From an optimization exercise on the open Yosys and OpenROAD flow, aimed at small area; shortcuts taken in it are not production practice. Only simulation tests tie the RTL to the original design; equivalence was not proved. Power is estimated from default activity; no workload was simulated.

// videoScanPipe
module videoScanPipe (
    input iClk,
    input iRst,
    input iVgaHsync,
    input iVgaVsync,
    input [7:0] iVgaDataRed,
    input [7:0] iVgaDataGreen,
    input [7:0] iVgaDataBlue,
    input [10:0] iHsyncOffset,
    input [9:0] iVsyncOffset,
    input [7:0] iThreshRed,
    input [7:0] iThreshGreen,
    input [7:0] iThreshBlue,
    input iTestData,
    output reg oDviDe,
    output reg oDviHsync,
    output reg oDviVsync,
    output reg [11:0] oDviData,
    output reg [51:0] oScannerDataCode,
    output [10:0] oScannerVpixel,
    output reg oScannerNewData
);
reg [3:0] hsSt, vsSt;
reg rSub;
reg [11:0] rH;
reg [10:0] rV;
reg rSync, rAct, rBin;
wire hsDet = hsSt == 4'd8;
wire vsDet = vsSt == 4'd8;
wire rHEnd = rH == 12'd255;             
wire rIn = rV >= 11'd1448 && rH >= 12'd3296;    
function [3:0] syncNext;
    input [3:0] k;
    input b;
    begin
        if(k[3])
            syncNext = b ? 4'd0 : 4'd1;
        else if(k[2]) begin
            if(b) syncNext = k + 4'd1;
            else syncNext = (k == 4'd4) ? 4'd4 : 4'd1;
        end
        else
            syncNext = b ? 4'd0 : k + 4'd1;
    end
endfunction
always @(posedge iClk or posedge iRst) begin
    if(iRst) begin
        hsSt <= 4'd4;
        vsSt <= 4'd4;
        rSub <= 0;
        rH <= 12'd3296;
        rV <= 11'd1448;
        rSync <= 0;
        rAct <= 0;
        rBin <= 0;
    end
    else begin
        hsSt <= syncNext(hsSt, iVgaHsync);
        vsSt <= syncNext(vsSt, iVgaVsync);
        rSub <= ~rSub;
        if(hsDet) begin
            rH <= {1'b0, iHsyncOffset};
            rSub <= 1;
        end
        else if(rSub) begin
            rH <= rHEnd ? 12'd3296 : rH + 12'd1;
        end
        if(vsDet) begin
            rV <= {1'b0, iVsyncOffset};
        end
        else if(rHEnd && rSub) begin
            rV <= (rV == 11'd27) ? 11'd1448 : rV + 11'd1;
        end
        rSync <= rSub && rHEnd && rV == 11'd27;
        rAct <= rIn;
        if(rIn) begin
            if(!rSub)
                rBin <= iVgaDataRed > iThreshRed || iVgaDataGreen > iThreshGreen || iVgaDataBlue > iThreshBlue;
        end
        else begin
            rBin <= 0;
        end
    end
end
reg aSub;
reg [10:0] aH;
reg [9:0] aV;
reg aSync, aAct;
wire aHEnd = aH[10] & (&aH[4:0]);                        
  ...
==> flow/config.mk <==
export PLATFORM = sky130hd
export DESIGN_NAME = videoScanPipe
export DESIGN_NICKNAME = videoScanPipe
export VERILOG_FILES = /design/flow/design.v
export SDC_FILE = /design/flow/constraint.sdc
export NUM_CORES = 4
export LEC_CHECK = 0
export CAP_MARGIN = 20
export CORE_MARGIN = 2
export CORE_UTILIZATION = 40
export SLEW_MARGIN = 20
==> flow/constraint.sdc <==
create_clock -name core_clock -period 8.0 [get_ports {iClk}]
set_input_delay 1.6000 -clock core_clock [delete_from_list [all_inputs] [get_ports {iClk}]]
set_output_delay 1.6000 -clock core_clock [all_outputs]
set_load 0.01 [all_outputs]
standard.sh (not shown) runs the stock make flow with config.mk's settings and CLKGATE_MAP_FILE= SYNTH_SCRIPT=/design/flow/synth_recipe.tcl, a recipe that flattens the netlist after the stock synthesis.
==> flow/flow/run.sh <==
#!/bin/bash
# Layout: the standard synthesis; then its combinational logic re-mapped
# by ABC for area with the registers untouched (flow/remap.tcl), kept only if
# Yosys proves it equal to the standard netlist (flow/equiv.tcl); then the
# standard flow from floorplan on, with the smallest buffer on each port and
# a clock tree of small buffers and no dummy loads. Each tool's output goes to a log of its own here.
set -euo pipefail
RES=orfs/results/$FLOW_PLATFORM/videoScanPipe/base
LIB=$FLOW_HOME/platforms/$FLOW_PLATFORM/lib/sky130_fd_sc_hd__tt_025C_1v80.lib
YOSYS=$(command -v yosys || echo "$FLOW_HOME/../tools/install/yosys/bin/yosys")

bash standard.sh synth > synth.log 2>&1

cp $RES/1_2_yosys.v synth_standard.v
DONT_USE=$(make -s -C "$FLOW_HOME" DESIGN_CONFIG="$PWD/config.mk" print-DONT_USE_CELLS 2>/dev/null \
  | sed 's/^DONT_USE_CELLS: //')
[[ -n "$DONT_USE" ]] || DONT_USE=$(grep -o 'sky130_fd_sc_hd__\(probe\|lpflow\)[a-z0-9_]*' $FLOW_HOME/platforms/$FLOW_PLATFORM/config.mk | tr '\n' ' ')
export REMAP_LIB=$LIB REMAP_IN=synth_standard.v REMAP_OUT=synth_remapped.v \
  REMAP_ABC=$PWD/flow/area.abc REMAP_DONT_USE="$DONT_USE"
if "$YOSYS" -c flow/remap.tcl > remap.log 2>&1 && "$YOSYS" -c flow/equiv.tcl > equiv.log 2>&1; then
  cp synth_remapped.v $RES/1_2_yosys.v
  rm -f $RES/1_synth.odb
  echo "using the re-mapped netlist"
else
  echo "re-mapping failed or was not proven; using the standard netlist"
fi

bash standard.sh \
  "BUFFER_PORTS_ARGS=-inputs -outputs -buffer_cell sky130_fd_sc_hd__buf_1" \
  "CTS_ARGS=-sink_clustering_enable -repair_clock_nets -dont_use_dummy_load -buf_list sky130_fd_sc_hd__clkbuf_4 -sink_clustering_size 8 -sink_clustering_max_diameter 60" \
  finish > layout.log 2>&1
Other scripts of this flow, unchanged in this note and not shown: flow/flow/area.abc, flow/flow/equiv.tcl, flow/flow/remap.tcl
The starting point finished clean.
Then changed:
--- a/flow/flow/run.sh
+++ b/flow/flow/run.sh
@@ -3,6 +3,6 @@
 # by ABC for area with the registers untouched (flow/remap.tcl), kept only if
 # Yosys proves it equal to the standard netlist (flow/equiv.tcl); then the
-# standard flow from floorplan on, with the smallest buffer on each port and
-# a clock tree of small buffers and no dummy loads. Each tool's output goes to a log of its own here.
+# standard flow from floorplan on, with a clock tree of small buffers and no
+# dummy loads. Each tool's output goes to a log of its own here.
 set -euo pipefail
 RES=orfs/results/$FLOW_PLATFORM/videoScanPipe/base
@@ -27,5 +27,4 @@
 
 bash standard.sh \
-  "BUFFER_PORTS_ARGS=-inputs -outputs -buffer_cell sky130_fd_sc_hd__buf_1" \
   "CTS_ARGS=-sink_clustering_enable -repair_clock_nets -dont_use_dummy_load -buf_list sky130_fd_sc_hd__clkbuf_4 -sink_clustering_size 8 -sink_clustering_max_diameter 60" \
   finish > layout.log 2>&1
What happened: The new run completed with no timing, DRC or antenna violations. Wire length climbs by 0.34%. First-iteration DRC count drops by 18%. Non-clock buffer count does not change. Sequential power hardly moves. Cell count hardly moves.

========
Setup of raven:
videoScanPipe, a different RTL version from the one above (not shown whole).
For scale: ~1,300 cells after synthesis, ~150 I/O pins, ~12,000 um2 of cells after synthesis.
clock: 8.0 ns
lec_check: 0
cap_margin: 20
core_margin: 2
core_utilization: 40
slew_margin: 20
==> flow/flow/run.sh <==
#!/bin/bash
# Standard layout, with two changes: synthesis leaves adders to ABC (no
# half/full adder cell extraction), and CTS inserts no dummy loads.
set -euo pipefail
bash standard.sh ADDER_MAP_FILE= synth > synth.log 2>&1
bash standard.sh ADDER_MAP_FILE= \
  "CTS_ARGS=-sink_clustering_enable -repair_clock_nets -dont_use_dummy_load -buf_list sky130_fd_sc_hd__clkbuf_8 -sink_clustering_size 14 -sink_clustering_max_diameter 60" \
  finish > layout.log 2>&1
Modified inputs, xenon compared to raven
==> flow/run.sh (new file) <==
#!/bin/bash
# synth_recipe.tcl (not shown) runs the flow's synth.tcl, then flattens the netlist and writes it again
# the make line also repeats each setting of config.mk as NAME=value (left out here)
make -C /OpenROAD-flow-scripts/flow DESIGN_CONFIG=/design/flow/config.mk WORK_HOME=/design/flow/orfs CLKGATE_MAP_FILE= SYNTH_SCRIPT=/design/flow/synth_recipe.tcl finish
removed: flow/flow/run.sh
removed: flow/standard.sh
Results
- raven → xenon: non-filler instance count after layout increased by about 6.5% relative to the old numbers; power rose 29%; combinational fraction of design power fell by 1.7 points; share of power burned in registers saw a decrease.
- xenon leaves more setup margin than raven.
- Summary — pin count of the biggest net entering global routing, xenon relative to raven: lower, by 2.
- Portion of the post-synthesis area used by sequential elements: raven and xenon compared, higher one is raven

========
run A:
Starting RTL as in the previous note.
==> flow/config.mk <==
export PLATFORM = sky130hd
export DESIGN_NAME = videoScanPipe
export DESIGN_NICKNAME = videoScanPipe
export VERILOG_FILES = /design/flow/design.v
export SDC_FILE = /design/flow/constraint.sdc
export NUM_CORES = 4
export LEC_CHECK = 0
export CAP_MARGIN = 20
export CORE_MARGIN = 2
export CORE_UTILIZATION = 40
export SLEW_MARGIN = 20
==> flow/constraint.sdc <==
create_clock -name core_clock -period 8.0 [get_ports {iClk}]
set_input_delay 1.6000 -clock core_clock [delete_from_list [all_inputs] [get_ports {iClk}]]
set_output_delay 1.6000 -clock core_clock [all_outputs]
set_load 0.01 [all_outputs]
==> flow/flow/run.sh <==
#!/bin/bash
# Standard layout, with two changes: synthesis leaves adders to ABC (no
# half/full adder cell extraction), and CTS inserts no dummy loads.
set -euo pipefail
bash standard.sh ADDER_MAP_FILE= synth > synth.log 2>&1
bash standard.sh ADDER_MAP_FILE= \
  "CTS_ARGS=-sink_clustering_enable -repair_clock_nets -dont_use_dummy_load -buf_list sky130_fd_sc_hd__clkbuf_4" \
  finish > layout.log 2>&1
Input-level comparison between run B and run A:
==> flow/flow/run.sh <==
#!/bin/bash
# Standard layout, with two changes: synthesis leaves adders to ABC (no
# half/full adder cell extraction), and CTS inserts no dummy loads.
set -euo pipefail
bash standard.sh ADDER_MAP_FILE= synth > synth.log 2>&1
bash standard.sh ADDER_MAP_FILE= \
  "CTS_ARGS=-sink_clustering_enable -repair_clock_nets -dont_use_dummy_load" \
  finish > layout.log 2>&1
Findings:
- From run A to run B the numbers moved as follows: average cell area after synthesis about even, delay of the slowest cell on the worst path saw an increase.
- [compare] base=run A new=run B: clock-cell share of area went up by 1.6 points; initial antenna violation count went down by 1; wire length on met1 was more or less identical; total via count after detailed routing went down by 154.
- When run B is measured against run A, its maximum ir drop on the vdd rail turns out 0.011 mV higher.
- Between run B and run A, it is run B whose wire length is lower, by about 0.7%.
- Looking at share of the clock period used by the worst path, run B sits above run A.
Input-level comparison between run C and run B:
==> flow/flow/run.sh <==
#!/bin/bash
# Standard layout, with two changes: synthesis leaves adders to ABC (no
# half/full adder cell extraction), and CTS inserts no dummy loads.
set -euo pipefail
bash standard.sh ADDER_MAP_FILE= synth > synth.log 2>&1
bash standard.sh ADDER_MAP_FILE= \
  "CTS_ARGS=-sink_clustering_enable -repair_clock_nets -dont_use_dummy_load -buf_list sky130_fd_sc_hd__clkbuf_8 -sink_clustering_size 30" \
  finish > layout.log 2>&1
## What came out
In the reports for run B and run C, the larger setup slack of the critical path after layout belongs to run C.
Run C ends up with higher met3 demand-to-capacity share in global routing than run B does.
[compare] base=run B new=run C: minimum period implied by the final worst setup slack went down, total length of routed met3 wires went up, worst-margin pin slew went down, hold slack went down.
Between run C and run B, it is run C whose critical path depth is higher, by 1.
Edits applied to the flow inputs when going from run C to run D:
==> flow/flow/run.sh <==
#!/bin/bash
# Standard layout, with two changes: synthesis leaves adders to ABC (no
# half/full adder cell extraction), and CTS inserts no dummy loads.
set -euo pipefail
bash standard.sh ADDER_MAP_FILE= synth > synth.log 2>&1
bash standard.sh ADDER_MAP_FILE= \
  "CTS_ARGS=-sink_clustering_enable -repair_clock_nets -dont_use_dummy_load -buf_list sky130_fd_sc_hd__clkbuf_4 -sink_buffer_max_cap_derate 0.5" \
  finish > layout.log 2>&1
[summary]
Run D finished all stages; the layout is clean. As far as simple logic cell fraction of the synthesized area goes, run C and run D are indistinguishable; the numbers are identical. NOTE number of clock buffers in the layout run C->run D increased by more than a quarter. Run C → run D: fmax -about 0.4%; routed wire length barely changed; clock skew higher; clock share of power has decreased.

========
Setup of JK:
videoScanPipe, a different RTL version from the one above (not shown whole).
Size: ~1100 cells after synthesis, about 9800 um2 of cells after synthesis.
clock: 8.0 ns
lec_check: 0
cap_margin: 20
core_margin: 2
core_utilization: 40
slew_margin: 20
==> flow/flow/run.sh <==
#!/bin/bash
# Layout: the standard synthesis; then its combinational logic re-mapped
# by ABC for area with the registers untouched (flow/remap.tcl), kept only if
# Yosys proves it equal to the standard netlist (flow/equiv.tcl); then the
# standard flow from floorplan on, with the smallest buffer on each port and
# a clock tree of small buffers and no dummy loads. Each tool's output goes to a log of its own here.
set -euo pipefail
RES=orfs/results/$FLOW_PLATFORM/videoScanPipe/base
LIB=$FLOW_HOME/platforms/$FLOW_PLATFORM/lib/sky130_fd_sc_hd__tt_025C_1v80.lib
YOSYS=$(command -v yosys || echo "$FLOW_HOME/../tools/install/yosys/bin/yosys")

bash standard.sh synth > synth.log 2>&1

cp $RES/1_2_yosys.v synth_standard.v
DONT_USE=$(make -s -C "$FLOW_HOME" DESIGN_CONFIG="$PWD/config.mk" print-DONT_USE_CELLS 2>/dev/null \
  | sed 's/^DONT_USE_CELLS: //')
[[ -n "$DONT_USE" ]] || DONT_USE=$(grep -o 'sky130_fd_sc_hd__\(probe\|lpflow\)[a-z0-9_]*' $FLOW_HOME/platforms/$FLOW_PLATFORM/config.mk | tr '\n' ' ')
export REMAP_LIB=$LIB REMAP_IN=synth_standard.v REMAP_OUT=synth_remapped.v \
  REMAP_ABC=$PWD/flow/area.abc REMAP_DONT_USE="$DONT_USE"
if "$YOSYS" -c flow/remap.tcl > remap.log 2>&1 && "$YOSYS" -c flow/equiv.tcl > equiv.log 2>&1; then
  cp synth_remapped.v $RES/1_2_yosys.v
  rm -f $RES/1_synth.odb
  echo "using the re-mapped netlist"
else
  echo "re-mapping failed or was not proven; using the standard netlist"
fi

bash standard.sh \
  "BUFFER_PORTS_ARGS=-inputs -outputs -buffer_cell sky130_fd_sc_hd__buf_1" \
  "CTS_ARGS=-sink_clustering_enable -repair_clock_nets -dont_use_dummy_load -buf_list sky130_fd_sc_hd__clkbuf_4 -sink_clustering_size 8 -sink_clustering_max_diameter 60" \
  finish > layout.log 2>&1
==> flow/flow/area.abc <==
strash
&get -n
&deepsyn -J 50 -T 300
&put
dch -f
amap
topo
==> flow/flow/equiv.tcl <==
# Prove the re-mapped netlist equal to the standard one: registers are paired
# by name and every register input and output port compared.
yosys -import
set lib $::env(REMAP_LIB)
read_liberty -overwrite -ignore_miss_func $lib
read_verilog $::env(REMAP_IN)
yosys rename $::env(FLOW_TOP) gold
read_verilog $::env(REMAP_OUT)
yosys rename $::env(FLOW_TOP) gate
hierarchy -check
flatten gold gate
async2sync
opt_clean
equiv_make gold gate eq
hierarchy -top eq
equiv_simple -undef
equiv_induct -undef
equiv_status -assert
==> flow/flow/remap.tcl <==
# Re-map the combinational logic of the synthesized netlist for area.
# Registers are kept as they are (same instances, names and cells); every
# other cell is read as its Liberty function and mapped again by ABC.
yosys -import
set lib $::env(REMAP_LIB)
set top $::env(FLOW_TOP)
read_liberty -overwrite -ignore_miss_func $lib
read_verilog $::env(REMAP_IN)
hierarchy -top $top
setattr -mod -set keep_hierarchy 1 sky130_fd_sc_hd__df* sky130_fd_sc_hd__edf*
flatten
select $top
opt_clean
set dont_use {}
foreach c $::env(REMAP_DONT_USE) { lappend dont_use -dont_use $c }
abc -script $::env(REMAP_ABC) -liberty $lib {*}$dont_use
opt_clean -purge
hilomap -singleton -hicell sky130_fd_sc_hd__conb_1 HI -locell sky130_fd_sc_hd__conb_1 LO
insbuf -buf sky130_fd_sc_hd__buf_4 A X
select -clear
hierarchy -top $top
blackbox sky130_fd_sc_hd__*
tee -o remap_stat.txt stat -liberty $lib
write_verilog -noattr -nohex -nodec $::env(REMAP_OUT)
No stage failed in JK, and the final checks on the layout all came back clean.
What MS does differently from JK at the input level:
diff --git a/flow/flow/run.sh b/flow/flow/run.sh
--- a/flow/flow/run.sh
+++ b/flow/flow/run.sh
@@ -3,4 +3,6 @@
-# by ABC for area with the registers untouched (flow/remap.tcl), kept only if
-# Yosys proves it equal to the standard netlist (flow/equiv.tcl); then the
-# standard flow from floorplan on, with the smallest buffer on each port and
-# a clock tree of small buffers and no dummy loads. Each tool's output goes to a log of its own here.
+# by ABC for area with the registers untouched (flow/remap.tcl, tried with
+# eight ABC random seeds, smallest first), kept only if Yosys proves it
+# equal to the standard netlist (flow/equiv.tcl); then the standard flow from
+# floorplan on, with the smallest buffer on each port and a clock tree of
+# small buffers and no dummy loads. Each tool's output goes to a log of its
+# own here.
@@ -18,9 +20,23 @@
-export REMAP_LIB=$LIB REMAP_IN=synth_standard.v REMAP_OUT=synth_remapped.v \
-  REMAP_ABC=$PWD/flow/area.abc REMAP_DONT_USE="$DONT_USE"
-if "$YOSYS" -c flow/remap.tcl > remap.log 2>&1 && "$YOSYS" -c flow/equiv.tcl > equiv.log 2>&1; then
-  cp synth_remapped.v $RES/1_2_yosys.v
-  rm -f $RES/1_synth.odb
-  echo "using the re-mapped netlist"
-else
-  echo "re-mapping failed or was not proven; using the standard netlist"
-fi
+export REMAP_LIB=$LIB REMAP_IN=$PWD/synth_standard.v REMAP_DONT_USE="$DONT_USE"
+
+remap() {  # remap SEED
+  sed "s/SEED/$1/" flow/area.abc > remap_s$1.abc
+  REMAP_ABC=$PWD/remap_s$1.abc REMAP_OUT=$PWD/synth_remapped_s$1.v REMAP_STAT=$PWD/remap_stat_s$1.txt \
+    timeout 600 "$YOSYS" -c flow/remap.tcl > remap_s$1.log 2>&1 || true
+}
+for s in 0 1 2 3; do remap $s & done; wait
+for s in 4 5 6 7; do remap $s & done; wait
+
+used=standard
+for s in $(for f in remap_stat_s*.txt; do
+             a=$(grep -o "Chip area for module .*: [0-9.]*" "$f" | awk "{print \$NF}" || true)
+             [[ -n "$a" ]] && echo "$a ${f//[^0-9]/}"
+           done | sort -g | awk '{print $2}'); do
+  if REMAP_OUT=$PWD/synth_remapped_s$s.v timeout 1200 "$YOSYS" -c flow/equiv.tcl > equiv_s$s.log 2>&1; then
+    cp synth_remapped_s$s.v $RES/1_2_yosys.v
+    rm -f $RES/1_synth.odb
+    used="re-mapped, seed $s"
+    break
+  fi
+done
+echo "netlist: $used" | tee netlist_choice.txt
==> flow/flow/area.abc <==
strash
&get -n
&deepsyn -J 50 -T 300 -S SEED
&put
dch -f
amap
topo
diff --git a/flow/flow/remap.tcl b/flow/flow/remap.tcl
--- a/flow/flow/remap.tcl
+++ b/flow/flow/remap.tcl
@@ -23 +23 @@
-tee -o remap_stat.txt stat -liberty $lib
+tee -o $::env(REMAP_STAT) stat -liberty $lib
### Flow results
Between JK and MS, the flow reports synthesized area decreasing slightly.
MS vs. JK: critical path buffer and inverter count now sits lower, multi-input gate share of total cell area now sits lower.
Per the comparison of MS with JK, overall routed net length down 2.2%, post-route standard cell area excluding fillers down 1.1%, final hold slack up 0.013 ns.
In the reports for MS and JK, the smaller antenna diode count belongs to MS.
clkinv_1 as the worst-path cell with the longest stage delay was reported by JK, and a2111oi_0 by MS.
MS ends up with a cell count after synthesis that is about 3% lower than in JK.
Input-level comparison between AL and MS:
diff --git a/flow/flow/run.sh b/flow/flow/run.sh
--- a/flow/flow/run.sh
+++ b/flow/flow/run.sh
@@ -46 +46 @@
-  "CTS_ARGS=-sink_clustering_enable -repair_clock_nets -dont_use_dummy_load -buf_list sky130_fd_sc_hd__clkbuf_4 -sink_clustering_size 8 -sink_clustering_max_diameter 60" \
+  "CTS_ARGS=-sink_clustering_enable -repair_clock_nets -dont_use_dummy_load -buf_list sky130_fd_sc_hd__clkbuf_2 -sink_clustering_size 5 -sink_clustering_max_diameter 40" \
### Flow results
MS has lower switching power as a share of total power than AL.
Compared with MS, AL shows power per unit of standard cell area higher by about 1.1%.
AL falls short of MS in power consumption.
Routed wire length per instance essentially unchanged between AL and MS.
AL against MS: share of the clock period used by the worst path rose 0.72 points; core utilization held steady; maximum operating frequency moved down.
Critical path class: reg -> out -> AL, reg -> reg -> MS
Route | AL vs MS | wire longer in AL
| worst path setup slack after routing | AL vs MS | 0.057 ns lower |
Relative to AL, the following input files were edited for TR:
diff --git a/flow/flow/run.sh b/flow/flow/run.sh
--- a/flow/flow/run.sh
+++ b/flow/flow/run.sh
@@ -46 +46 @@
-  "CTS_ARGS=-sink_clustering_enable -repair_clock_nets -dont_use_dummy_load -buf_list sky130_fd_sc_hd__clkbuf_2 -sink_clustering_size 5 -sink_clustering_max_diameter 40" \
+  "CTS_ARGS=-sink_clustering_enable -repair_clock_nets -dont_use_dummy_load -buf_list sky130_fd_sc_hd__clkbuf_4 -sink_clustering_size 10 -sink_clustering_max_diameter 80" \
Notes after the runs:
Of TR and AL, it is TR that has the lower leakage power.
Comparing AL and TR, part of the total power dissipated in sequential elements is higher on TR.
The synthesis-to-finish area growth reported for TR is smaller than that of AL by 0.67 points.
CTS buffer count ends up higher on AL.
TR against AL: cell area down 65 um2; post-layout minimum cycle time went down 0.037 ns; power share of the combinational group increased 0.3 points.
In TR, the wire length reported by the detailed router came out 1.9% below the value in AL.
The run showing the smaller diode insertion count for antenna repair is TR.
Diff TR..AL | slew of the pin with the lowest slew margin | negligible
AL has higher first-pass GRT wire length than TR.

## afterwards: timing with drivers on the ports
In the flow no input, the clock included, has a driving cell. The finished layouts below were timed again as built, in two steps.
Step 1, drivers: a clkbuf_16 drives iClk and a buf_2 each remaining input, both assumed.
Step 2 moves the port delays by t, midway between the first and last clock arrival at a register: inputs arrive t later, outputs are due t later. That takes back most of the time a late clock gives input paths.
a / b / c = no drivers / after step 1 / after step 2; a / b = the first two.
| run | t, ns | setup WS [ns] | worst slew at a driven data input, ns |
|---|---|---|---|
| the first run of note 1 | 0.625 | 3.651 / 3.651 / 3.651 | 0.04 |
| the second run of note 1 | 0.695 | 3.596 / 3.596 / 3.596 | 0.05 |
| raven | 0.571 | 4.509 / 4.509 / 4.136 | 0.05 |
| xenon | 0.572 | 4.680 / 4.680 / 4.455 | 0.06 |
| run A | 0.676 | 4.486 / 4.486 / 4.071 | 0.05 |
| run B | 0.557 | 4.468 / 4.468 / 4.129 | 0.05 |
| run C | 0.540 | 4.500 / 4.500 / 4.107 | 0.05 |
| run D | 0.676 | 4.486 / 4.486 / 4.071 | 0.05 |
| JK | 0.678 | 3.684 / 3.660 / 3.660 | 0.05 |
| MS | 0.684 | 3.909 / 3.892 / 3.892 | 0.04 |
| AL | 0.775 | 3.852 / 3.809 / 3.889 | 0.04 |
| TR | 0.660 | 3.888 / 3.887 / 3.887 | 0.04 |
After both steps setup and hold are still met in every run listed.
